From an optimization exercise on the open Yosys and OpenROAD flow, aimed at small area and a short achievable clock period; shortcuts taken in it are not production practice.
Only simulation tests tie the RTL to the original design; equivalence was not proved.
No driver is modelled on the clock port, so clock power and skew are understated where the tree is cut down; a real chip needs a root buffer or a tree.

## the reference run
Design decryptor, start of the top module:
module decryptor #(
    parameter N = 3233,         
    parameter d = 2753          
)(
    input  wire         clk,
    input  wire         reset,
    input  wire [15:0]  encrypted_char,
    output reg  [7:0]   decrypted_char
);
    function [5:0] pow61_half;
        input [4:0] x;
        case (x)
            5'd0: pow61_half = 6'd0;
            5'd1: pow61_half = 6'd1;
            5'd2: pow61_half = 6'd51;
            5'd3: pow61_half = 6'd27;
            5'd4: pow61_half = 6'd39;
            5'd5: pow61_half = 6'd19;
            5'd6: pow61_half = 6'd35;
            5'd7: pow61_half = 6'd44;
            5'd8: pow61_half = 6'd37;
            5'd9: pow61_half = 6'd58;
            5'd10: pow61_half = 6'd54;
            5'd11: pow61_half = 6'd11;
            5'd12: pow61_half = 6'd16;
            5'd13: pow61_half = 6'd47;
            5'd14: pow61_half = 6'd48;
            5'd15: pow61_half = 6'd25;
            5'd16: pow61_half = 6'd57;
  ...
Size: roughly 470 cells after synthesis, roughly 40 flip-flops, about 26 I/O pins, roughly 3100 um^2 of cells after synthesis.
export LEC_CHECK = 0
export CAP_MARGIN = 20
export CORE_MARGIN = 2
export CORE_UTILIZATION = 40
export CTS_BUF_LIST = sky130_fd_sc_hd__clkbuf_4 sky130_fd_sc_hd__clkbuf_8
export CTS_CLUSTER_SIZE = 40
export SLEW_MARGIN = 20
create_clock -name core_clock -period 40.0 [get_ports {clk}]
standard.sh (not shown) runs the stock make flow with config.mk's settings and CLKGATE_MAP_FILE= SYNTH_SCRIPT=/design/flow/synth_recipe.tcl, a recipe that flattens the netlist after the stock synthesis.
==> flow/flow/run.sh <==
#!/bin/bash
# Own layout flow: the standard flow (standard.sh) with these changes:
#  * synthesis is the standard flow's script (registers are mapped exactly as there), but:
#    - no full/half-adder extraction and no Kogge-Stone adder map, so ABC sees all the logic;
#    - ABC maps the logic from encrypted_char to the state register with ORFS's delay-oriented
#      script and the rest with an area-oriented script (flow/abc_split.tcl, flow/area.abc);
#  * ports are buffered with sky130_fd_sc_hd__buf_1 instead of the default buffer;
#  * after ORFS's CTS, the clock tree is rebuilt flat (flow/clock.tcl): the clock port drives
#    a few buffers of one type, each driving one group of registers; then gates on paths with
#    less than OWN_SETUP_MARGIN ns of setup slack are resized.
# Logs: standard_make.log and standard_make2.log (make), clock.log, and orfs/logs/.
set -euo pipefail
W=$PWD
F=$W/flow
sed -e "s|^  log_cmd abc {\*}\$abc_args\$|  set ::own_flow_dir $F\n  source $F/abc_split.tcl|" \
    "$FLOW_HOME/scripts/synth.tcl" > "$W/own_synth.tcl"
grep -q "abc_split.tcl" "$W/own_synth.tcl"
sed -e "s|\$::env(SCRIPTS_DIR)/synth.tcl|$W/own_synth.tcl|" "$W/synth_recipe.tcl" > "$W/own_synth_recipe.tcl"
grep -q "own_synth.tcl" "$W/own_synth_recipe.tcl"
STD=(bash "$W/standard.sh" "SYNTH_SCRIPT=$W/own_synth_recipe.tcl" ADDER_MAP_FILE= SYNTH_OPERATIONS_ARGS=-booth
     "BUFFER_PORTS_ARGS=-buffer_cell sky130_fd_sc_hd__buf_1")
"${STD[@]}" cts > "$W/standard_make.log" 2>&1
export RESULTS_DIR=$W/orfs/results/$FLOW_PLATFORM/decryptor/base
export PLATFORM_DIR=$FLOW_HOME/platforms/$FLOW_PLATFORM
export LIB_FILES=$PLATFORM_DIR/lib/sky130_fd_sc_hd__tt_025C_1v80.lib
export OWN_CLOCK_BUFFERS=2 OWN_CLOCK_CELL=sky130_fd_sc_hd__clkbuf_16 OWN_SETUP_MARGIN=31.3
openroad -no_init -exit "$F/clock.tcl" > "$W/clock.log" 2>&1
"${STD[@]}" finish > "$W/standard_make2.log" 2>&1
==> flow/flow/abc_split.tcl <==
# Sourced by the own synthesis in place of ORFS's single ABC call.
# The logic from encrypted_char to the state register (the change detector) is mapped with
# ORFS's own delay-oriented script and arguments; all other logic is mapped with the
# area-oriented script flow/area.abc.
set speed_args $abc_args
set area_args [list -script $::own_flow_dir/area.abc {*}$lib_args {*}$lib_dont_use_args]
set own_ffs "-sky130_fd_sc_hd__dfrtp_1:-sky130_fd_sc_hd__dfxtp_1"
select -set own_from_in w:encrypted_char %co*:$own_ffs
select -set own_state_ffs w:state %ci1 c:* %i
select -set own_to_state @own_state_ffs %ci1:+sky130_fd_sc_hd__dfrtp_1\[D\] %ci*:$own_ffs
select -set own_cone @own_from_in @own_to_state %i c:* %i
log "own flow: [llength [split [string trim [tee -q -s result.string select -list @own_cone]] "\n"]] cells in the delay-mapped cone"
log_cmd abc {*}$speed_args @own_cone
log_cmd abc {*}$area_args
==> flow/flow/clock.tcl <==
# Replaces the clock tree that ORFS's CTS built with a flat one: the clock port drives
# NBUF buffers directly, and each buffer drives the clock pins of one group of registers
# (registers grouped by position). All registers still get the clock through exactly one
# buffer of the same type, so their clock arrival times stay matched.
set nbuf $::env(OWN_CLOCK_BUFFERS)
set bufcell $::env(OWN_CLOCK_CELL)
read_liberty $::env(LIB_FILES)
read_db $::env(RESULTS_DIR)/4_cts.odb
read_sdc $::env(RESULTS_DIR)/4_cts.sdc
source $::env(PLATFORM_DIR)/setRC.tcl
set db [ord::get_db]
set block [ord::get_db_block]
set clk [$block findNet clk]
# registers' clock pins
set sinks {}
foreach inst [$block getInsts] {
  set m [$inst getMaster]
  if {[$m isSequential]} {
    foreach it [$inst getITerms] {
      if {[[$it getMTerm] getSigType] eq "CLOCK" || [[$it getMTerm] getName] eq "CLK"} { lappend sinks $it }
    }
  }
}
puts "clock sinks: [llength $sinks]"
# remove CTS's buffers and dummy loads, and their nets
set removed 0
foreach inst [$block getInsts] {
  set name [$inst getName]
  if {[string match clkbuf_* $name] || [string match clkload* $name]} {
    odb::dbInst_destroy $inst
    incr removed
  }
}
foreach net [$block getNets] {
  if {[string match clknet_* [$net getName]]} { odb::dbNet_destroy $net }
}
puts "removed $removed CTS cells"
# group sinks by x position
set keyed {}
foreach it $sinks {
  set bb [[$it getInst] getBBox]
  lappend keyed [list [expr {([$bb xMin] + [$bb xMax]) / 2}] [expr {([$bb yMin] + [$bb yMax]) / 2}] $it]
}
set keyed [lsort -integer -index 0 $keyed]
set n [llength $keyed]
set master [$db findMaster $bufcell]
for {set g 0} {$g < $nbuf} {incr g} {
  set lo [expr {$g * $n / $nbuf}]
  set hi [expr {($g + 1) * $n / $nbuf - 1}]
  set net [odb::dbNet_create $block clknet_flat_$g]
  $net setSigType CLOCK
  set buf [odb::dbInst_create $block $master clkbuf_flat_$g]
  [$buf findITerm A] connect $clk
  [$buf findITerm X] connect $net
  set sx 0; set sy 0
  foreach e [lrange $keyed $lo $hi] {
    lassign $e x y it
    $it disconnect
    $it connect $net
    incr sx $x; incr sy $y
  }
  set cnt [expr {$hi - $lo + 1}]
  $buf setLocation [expr {$sx / $cnt}] [expr {$sy / $cnt}]
  $buf setPlacementStatus PLACED
  puts "buffer $g: $cnt sinks"
}
detailed_placement
check_placement -verbose
set_propagated_clock [all_clocks]
estimate_parasitics -placement
# Resize gates (no buffering) on the paths whose setup slack is under OWN_SETUP_MARGIN ns.
# Only the design's own SDC is used; the margin just sets how far the sizing goes.
if {[info exists ::env(OWN_SETUP_MARGIN)]} {
  repair_timing -setup -setup_margin $::env(OWN_SETUP_MARGIN) -sequence "sizeup,swap" -verbose
  detailed_placement
  check_placement -verbose
  estimate_parasitics -placement
}
report_clock_latency
report_checks -path_delay max -group_path_count 3 -format end
report_checks -path_delay min -group_path_count 3 -format end
write_db $::env(RESULTS_DIR)/4_cts.odb
Other scripts of this flow, unchanged in this note and not shown: flow/flow/area.abc
Having completed the whole flow, the reference run delivered a layout that passed the timing, DRC and antenna checks.
The inputs of the trial run differ from those of the reference run as listed below.
-- flow/flow/run.sh --
<<< the reference run, line 5
#    - ABC maps the logic from encrypted_char to the state register with ORFS's delay-oriented
#      script and the rest with an area-oriented script (flow/abc_split.tcl, flow/area.abc);
>>> the trial run, line 5
#    - ABC maps the logic fed by encrypted_char with ORFS's delay-oriented script and the rest
#      with an area-oriented script (flow/abc_split.tcl, flow/area.abc);
<<< the reference run, line 9
#    a few buffers of one type, each driving one group of registers; then gates on paths with
#    less than OWN_SETUP_MARGIN ns of setup slack are resized.
>>> the trial run, line 9
#    a few buffers of one type, each driving one group of registers.
<<< the reference run, line 26
export OWN_CLOCK_BUFFERS=2 OWN_CLOCK_CELL=sky130_fd_sc_hd__clkbuf_16 OWN_SETUP_MARGIN=31.3
>>> the trial run, line 25
export OWN_CLOCK_BUFFERS=2 OWN_CLOCK_CELL=sky130_fd_sc_hd__clkbuf_16
==> flow/flow/abc_split.tcl <==
# Sourced by the own synthesis in place of ORFS's single ABC call.
# The logic fed by encrypted_char (the change detector and the state update, up to the first
# registers) is mapped with ORFS's own delay-oriented script and arguments; all other logic is
# mapped with the area-oriented script flow/area.abc.
set speed_args $abc_args
set area_args [list -script $::own_flow_dir/area.abc {*}$lib_args {*}$lib_dont_use_args]
select -set incone w:encrypted_char %co*:-sky130_fd_sc_hd__dfrtp_1:-sky130_fd_sc_hd__dfxtp_1
select -list @incone
log_cmd abc {*}$speed_args @incone
log_cmd abc {*}$area_args
-- flow/flow/clock.tcl --
<<< the reference run, line 71
# Resize gates (no buffering) on the paths whose setup slack is under OWN_SETUP_MARGIN ns.
# Only the design's own SDC is used; the margin just sets how far the sizing goes.
if {[info exists ::env(OWN_SETUP_MARGIN)]} {
  repair_timing -setup -setup_margin $::env(OWN_SETUP_MARGIN) -sequence "sizeup,swap" -verbose
  detailed_placement
  check_placement -verbose
  estimate_parasitics -placement
}
>>> the trial run, line 71
[summary]
The trial run went all the way through the flow, and no timing, DRC or antenna check failed.
Compared with the reference run, in the trial run non-filler instance count after layout increased 1.3%, number of fill cells in the layout increased 55, signed area change from the synthesized netlist to the final layout decreased 1.4 points, total via count in the routed design decreased 1.2%.
No run of this note takes its clock network from TritonCTS; it comes from the design's own scripts or RTL.

========
decryptor, a different RTL version from the one above (not shown whole).
For scale: ~480 cells after synthesis, about 26 I/O pins.
==> flow/config.mk <==
export PLATFORM = sky130hd
export DESIGN_NAME = decryptor
export DESIGN_NICKNAME = decryptor
export VERILOG_FILES = /design/flow/design.v
export SDC_FILE = /design/flow/constraint.sdc
export NUM_CORES = 4
export LEC_CHECK = 0
export CAP_MARGIN = 20
export CORE_MARGIN = 2
export CORE_UTILIZATION = 40
export CTS_BUF_LIST = sky130_fd_sc_hd__clkbuf_4 sky130_fd_sc_hd__clkbuf_8
export CTS_CLUSTER_SIZE = 40
export SLEW_MARGIN = 20
==> flow/constraint.sdc <==
create_clock -name core_clock -period 40.0 [get_ports {clk}]
set_input_delay 8.0000 -clock core_clock [delete_from_list [all_inputs] [get_ports {clk}]]
set_output_delay 8.0000 -clock core_clock [all_outputs]
set_load 0.01 [all_outputs]
==> flow/flow/run.sh <==
#!/bin/bash
# Own layout flow: the standard flow (standard.sh) with these changes:
#  * synthesis is the standard flow's script (registers are mapped exactly as there), but:
#    - no full/half-adder extraction and no Kogge-Stone adder map, so ABC sees all the logic;
#    - ABC maps the logic from encrypted_char to the state register with ORFS's delay-oriented
#      script and the rest with an area-oriented script (flow/abc_split.tcl, flow/area.abc);
#  * ports are buffered with sky130_fd_sc_hd__buf_1 instead of the default buffer;
#  * after ORFS's CTS, the clock tree is rebuilt flat (flow/clock.tcl): the clock port drives
#    a few buffers of one type, each driving one group of registers; then gates on paths with
#    less than OWN_SETUP_MARGIN ns of setup slack are resized.
# Logs: standard_make.log and standard_make2.log (make), clock.log, and orfs/logs/.
set -euo pipefail
W=$PWD
F=$W/flow
sed -e "s|^  log_cmd abc {\*}\$abc_args\$|  set ::own_flow_dir $F\n  source $F/abc_split.tcl|" \
    "$FLOW_HOME/scripts/synth.tcl" > "$W/own_synth.tcl"
grep -q "abc_split.tcl" "$W/own_synth.tcl"
sed -e "s|\$::env(SCRIPTS_DIR)/synth.tcl|$W/own_synth.tcl|" "$W/synth_recipe.tcl" > "$W/own_synth_recipe.tcl"
grep -q "own_synth.tcl" "$W/own_synth_recipe.tcl"
STD=(bash "$W/standard.sh" "SYNTH_SCRIPT=$W/own_synth_recipe.tcl" ADDER_MAP_FILE= SYNTH_OPERATIONS_ARGS=-booth
     "BUFFER_PORTS_ARGS=-buffer_cell sky130_fd_sc_hd__buf_1")
"${STD[@]}" cts > "$W/standard_make.log" 2>&1
export RESULTS_DIR=$W/orfs/results/$FLOW_PLATFORM/decryptor/base
export PLATFORM_DIR=$FLOW_HOME/platforms/$FLOW_PLATFORM
export LIB_FILES=$PLATFORM_DIR/lib/sky130_fd_sc_hd__tt_025C_1v80.lib
export OWN_CLOCK_BUFFERS=2 OWN_CLOCK_CELL=sky130_fd_sc_hd__clkbuf_16
openroad -no_init -exit "$F/clock.tcl" > "$W/clock.log" 2>&1
"${STD[@]}" finish > "$W/standard_make2.log" 2>&1
==> flow/flow/area.abc <==
strash
&get -n
&deepsyn -T 20
&put
dch -f
amap
topo
==> flow/flow/clock.tcl <==
# Replaces the clock tree that ORFS's CTS built with a flat one: the clock port drives
# NBUF buffers directly, and each buffer drives the clock pins of one group of registers
# (registers grouped by position). All registers still get the clock through exactly one
# buffer of the same type, so their clock arrival times stay matched.
set nbuf $::env(OWN_CLOCK_BUFFERS)
set bufcell $::env(OWN_CLOCK_CELL)
read_liberty $::env(LIB_FILES)
read_db $::env(RESULTS_DIR)/4_cts.odb
read_sdc $::env(RESULTS_DIR)/4_cts.sdc
source $::env(PLATFORM_DIR)/setRC.tcl
set db [ord::get_db]
set block [ord::get_db_block]
set clk [$block findNet clk]
# registers' clock pins
set sinks {}
foreach inst [$block getInsts] {
  set m [$inst getMaster]
  if {[$m isSequential]} {
    foreach it [$inst getITerms] {
      if {[[$it getMTerm] getSigType] eq "CLOCK" || [[$it getMTerm] getName] eq "CLK"} { lappend sinks $it }
    }
  }
}
puts "clock sinks: [llength $sinks]"
# remove CTS's buffers and dummy loads, and their nets
set removed 0
foreach inst [$block getInsts] {
  set name [$inst getName]
  if {[string match clkbuf_* $name] || [string match clkload* $name]} {
    odb::dbInst_destroy $inst
    incr removed
  }
}
foreach net [$block getNets] {
  if {[string match clknet_* [$net getName]]} { odb::dbNet_destroy $net }
}
puts "removed $removed CTS cells"
# group sinks by x position
set keyed {}
foreach it $sinks {
  set bb [[$it getInst] getBBox]
  lappend keyed [list [expr {([$bb xMin] + [$bb xMax]) / 2}] [expr {([$bb yMin] + [$bb yMax]) / 2}] $it]
}
set keyed [lsort -integer -index 0 $keyed]
set n [llength $keyed]
set master [$db findMaster $bufcell]
for {set g 0} {$g < $nbuf} {incr g} {
  set lo [expr {$g * $n / $nbuf}]
  set hi [expr {($g + 1) * $n / $nbuf - 1}]
  set net [odb::dbNet_create $block clknet_flat_$g]
  $net setSigType CLOCK
  set buf [odb::dbInst_create $block $master clkbuf_flat_$g]
  [$buf findITerm A] connect $clk
  [$buf findITerm X] connect $net
  set sx 0; set sy 0
  foreach e [lrange $keyed $lo $hi] {
    lassign $e x y it
    $it disconnect
    $it connect $net
    incr sx $x; incr sy $y
  }
  set cnt [expr {$hi - $lo + 1}]
  $buf setLocation [expr {$sx / $cnt}] [expr {$sy / $cnt}]
  $buf setPlacementStatus PLACED
  puts "buffer $g: $cnt sinks"
}
detailed_placement
check_placement -verbose
set_propagated_clock [all_clocks]
estimate_parasitics -placement
# Resize gates (no buffering) on the paths whose setup slack is under OWN_SETUP_MARGIN ns.
# Only the design's own SDC is used; the margin just sets how far the sizing goes.
if {[info exists ::env(OWN_SETUP_MARGIN)]} {
  repair_timing -setup -setup_margin $::env(OWN_SETUP_MARGIN) -sequence "sizeup,swap" -verbose
  detailed_placement
  check_placement -verbose
  estimate_parasitics -placement
}
report_clock_latency
report_checks -path_delay max -group_path_count 3 -format end
report_checks -path_delay min -group_path_count 3 -format end
write_db $::env(RESULTS_DIR)/4_cts.odb
Other scripts of this flow, unchanged in this note and not shown: flow/flow/abc_split.tcl
==> next run, changes <==
--- a/flow/flow/run.sh
+++ b/flow/flow/run.sh
@@ -7,6 +7,6 @@
 #  * ports are buffered with sky130_fd_sc_hd__buf_1 instead of the default buffer;
 #  * after ORFS's CTS, the clock tree is rebuilt flat (flow/clock.tcl): the clock port drives
-#    a few buffers of one type, each driving one group of registers; then gates on paths with
-#    less than OWN_SETUP_MARGIN ns of setup slack are resized.
+#    a few buffers of one type, each driving one group of registers (if OWN_SETUP_MARGIN is
+#    set, gates on paths with less setup slack than that are then resized; not used here).
 # Logs: standard_make.log and standard_make2.log (make), clock.log, and orfs/logs/.
 set -euo pipefail
CORE_UTILIZATION = 65   (was 40)
CTS_BUF_LIST = not set   (was sky130_fd_sc_hd__clkbuf_4 sky130_fd_sc_hd__clkbuf_8)
CTS_CLUSTER_SIZE = not set   (was 40)
Synthesized cell count stays the same.
Design area decreases by 1.8%.
Die area drops by 37%.
Wire length goes down by 4.3%.
Clock skew is about the same.
Worst setup slack loses 0.21 ns.
Global-route usage went up by 11 points.
==> next run, changes <==
--- a/flow/flow/run.sh
+++ b/flow/flow/run.sh
@@ -8,5 +8,5 @@
 #  * after ORFS's CTS, the clock tree is rebuilt flat (flow/clock.tcl): the clock port drives
 #    a few buffers of one type, each driving one group of registers (if OWN_SETUP_MARGIN is
-#    set, gates on paths with less setup slack than that are then resized; not used here).
+#    set, gates on paths with less setup slack than that are then resized).
 # Logs: standard_make.log and standard_make2.log (make), clock.log, and orfs/logs/.
 set -euo pipefail
@@ -24,5 +24,5 @@
 export PLATFORM_DIR=$FLOW_HOME/platforms/$FLOW_PLATFORM
 export LIB_FILES=$PLATFORM_DIR/lib/sky130_fd_sc_hd__tt_025C_1v80.lib
-export OWN_CLOCK_BUFFERS=2 OWN_CLOCK_CELL=sky130_fd_sc_hd__clkbuf_16
+export OWN_CLOCK_BUFFERS=2 OWN_CLOCK_CELL=sky130_fd_sc_hd__clkbuf_16 OWN_SETUP_MARGIN=31.28
 openroad -no_init -exit "$F/clock.tcl" > "$W/clock.log" 2>&1
 "${STD[@]}" finish > "$W/standard_make2.log" 2>&1
==> flow/flow/area.abc (replaced) <==
strash
&get -n
&deepsyn -T 20
&put
dch -f
amap
strash
dch -f
amap
topo
CORE_UTILIZATION = 40   (was 65)
CTS_BUF_LIST = sky130_fd_sc_hd__clkbuf_4 sky130_fd_sc_hd__clkbuf_8   (was not set)
CTS_CLUSTER_SIZE = 40   (was not set)
What happened: The changed run completed without violations. Synthesized area came out lower by 1.2%. Routed wire length came out higher by about 4.7%. First-iteration DRC count came out lower by about 37%. Worst setup slack is better by 0.22 ns.
==> next run, changes <==
--- a/flow/flow/run.sh
+++ b/flow/flow/run.sh
@@ -8,5 +8,5 @@
 #  * after ORFS's CTS, the clock tree is rebuilt flat (flow/clock.tcl): the clock port drives
 #    a few buffers of one type, each driving one group of registers (if OWN_SETUP_MARGIN is
-#    set, gates on paths with less setup slack than that are then resized).
+#    set, gates on paths with less setup slack than that are then resized; not used here).
 # Logs: standard_make.log and standard_make2.log (make), clock.log, and orfs/logs/.
 set -euo pipefail
@@ -24,5 +24,5 @@
 export PLATFORM_DIR=$FLOW_HOME/platforms/$FLOW_PLATFORM
 export LIB_FILES=$PLATFORM_DIR/lib/sky130_fd_sc_hd__tt_025C_1v80.lib
-export OWN_CLOCK_BUFFERS=2 OWN_CLOCK_CELL=sky130_fd_sc_hd__clkbuf_16 OWN_SETUP_MARGIN=31.28
+export OWN_CLOCK_BUFFERS=2 OWN_CLOCK_CELL=sky130_fd_sc_hd__clkbuf_16
 openroad -no_init -exit "$F/clock.tcl" > "$W/clock.log" 2>&1
 "${STD[@]}" finish > "$W/standard_make2.log" 2>&1
Result: Sequential cell count is unchanged; wire length barely changes; design area goes down by 0.48%; setup slack got worse by 0.039 ns; die area is unchanged; final cell count is unchanged; synthesized cell count stays the same; critical path depth is unchanged; hold slack hardly moves.
No run of this note takes its clock network from TritonCTS; it comes from the design's own scripts or RTL.

-- re-timing with driven ports --
No port has a modelled driver above. Below, the same layouts with a new extraction and two added sets of constraints.
Step 1: set_driving_cell puts a clkbuf_16 on clk and a buf_2 on each other input, an assumption about the parent block.
Step 2 moves the port delays by t, midway between the first and last clock arrival at a register: inputs arrive t later, outputs are due t later. That takes back most of the time a late clock gives input paths.
Three values: no drivers, after step 1, after step 2; two values: the first two.
run	shift t [ns]	slack for setup (ns)	hold slack, ns	worst data-port slew with drivers (ns)
the reference run	0.198	31.262 / 31.281 / 31.083	0.475 / 0.475 / 0.475	0.04
the trial run	0.193	31.279 / 31.282 / 31.109	0.502 / 0.502 / 0.502	0.04
the first run of note 2	0.191	31.254 / 31.283 / 31.092	0.503 / 0.503 / 0.503	0.03
the second run of note 2	0.189	31.046 / 31.067 / 30.878	0.478 / 0.478 / 0.478	0.04
the third run of note 2	0.194	31.266 / 31.263 / 31.094	0.510 / 0.510 / 0.510	0.04
the fourth run of note 2	0.194	31.227 / 31.250 / 31.057	0.512 / 0.512 / 0.512	0.04
After both steps setup and hold are still met in every run listed. For the reference run, which loses most, drivers alone change the setup slack by +0.019 ns; drivers and shift together by -0.179 ns.
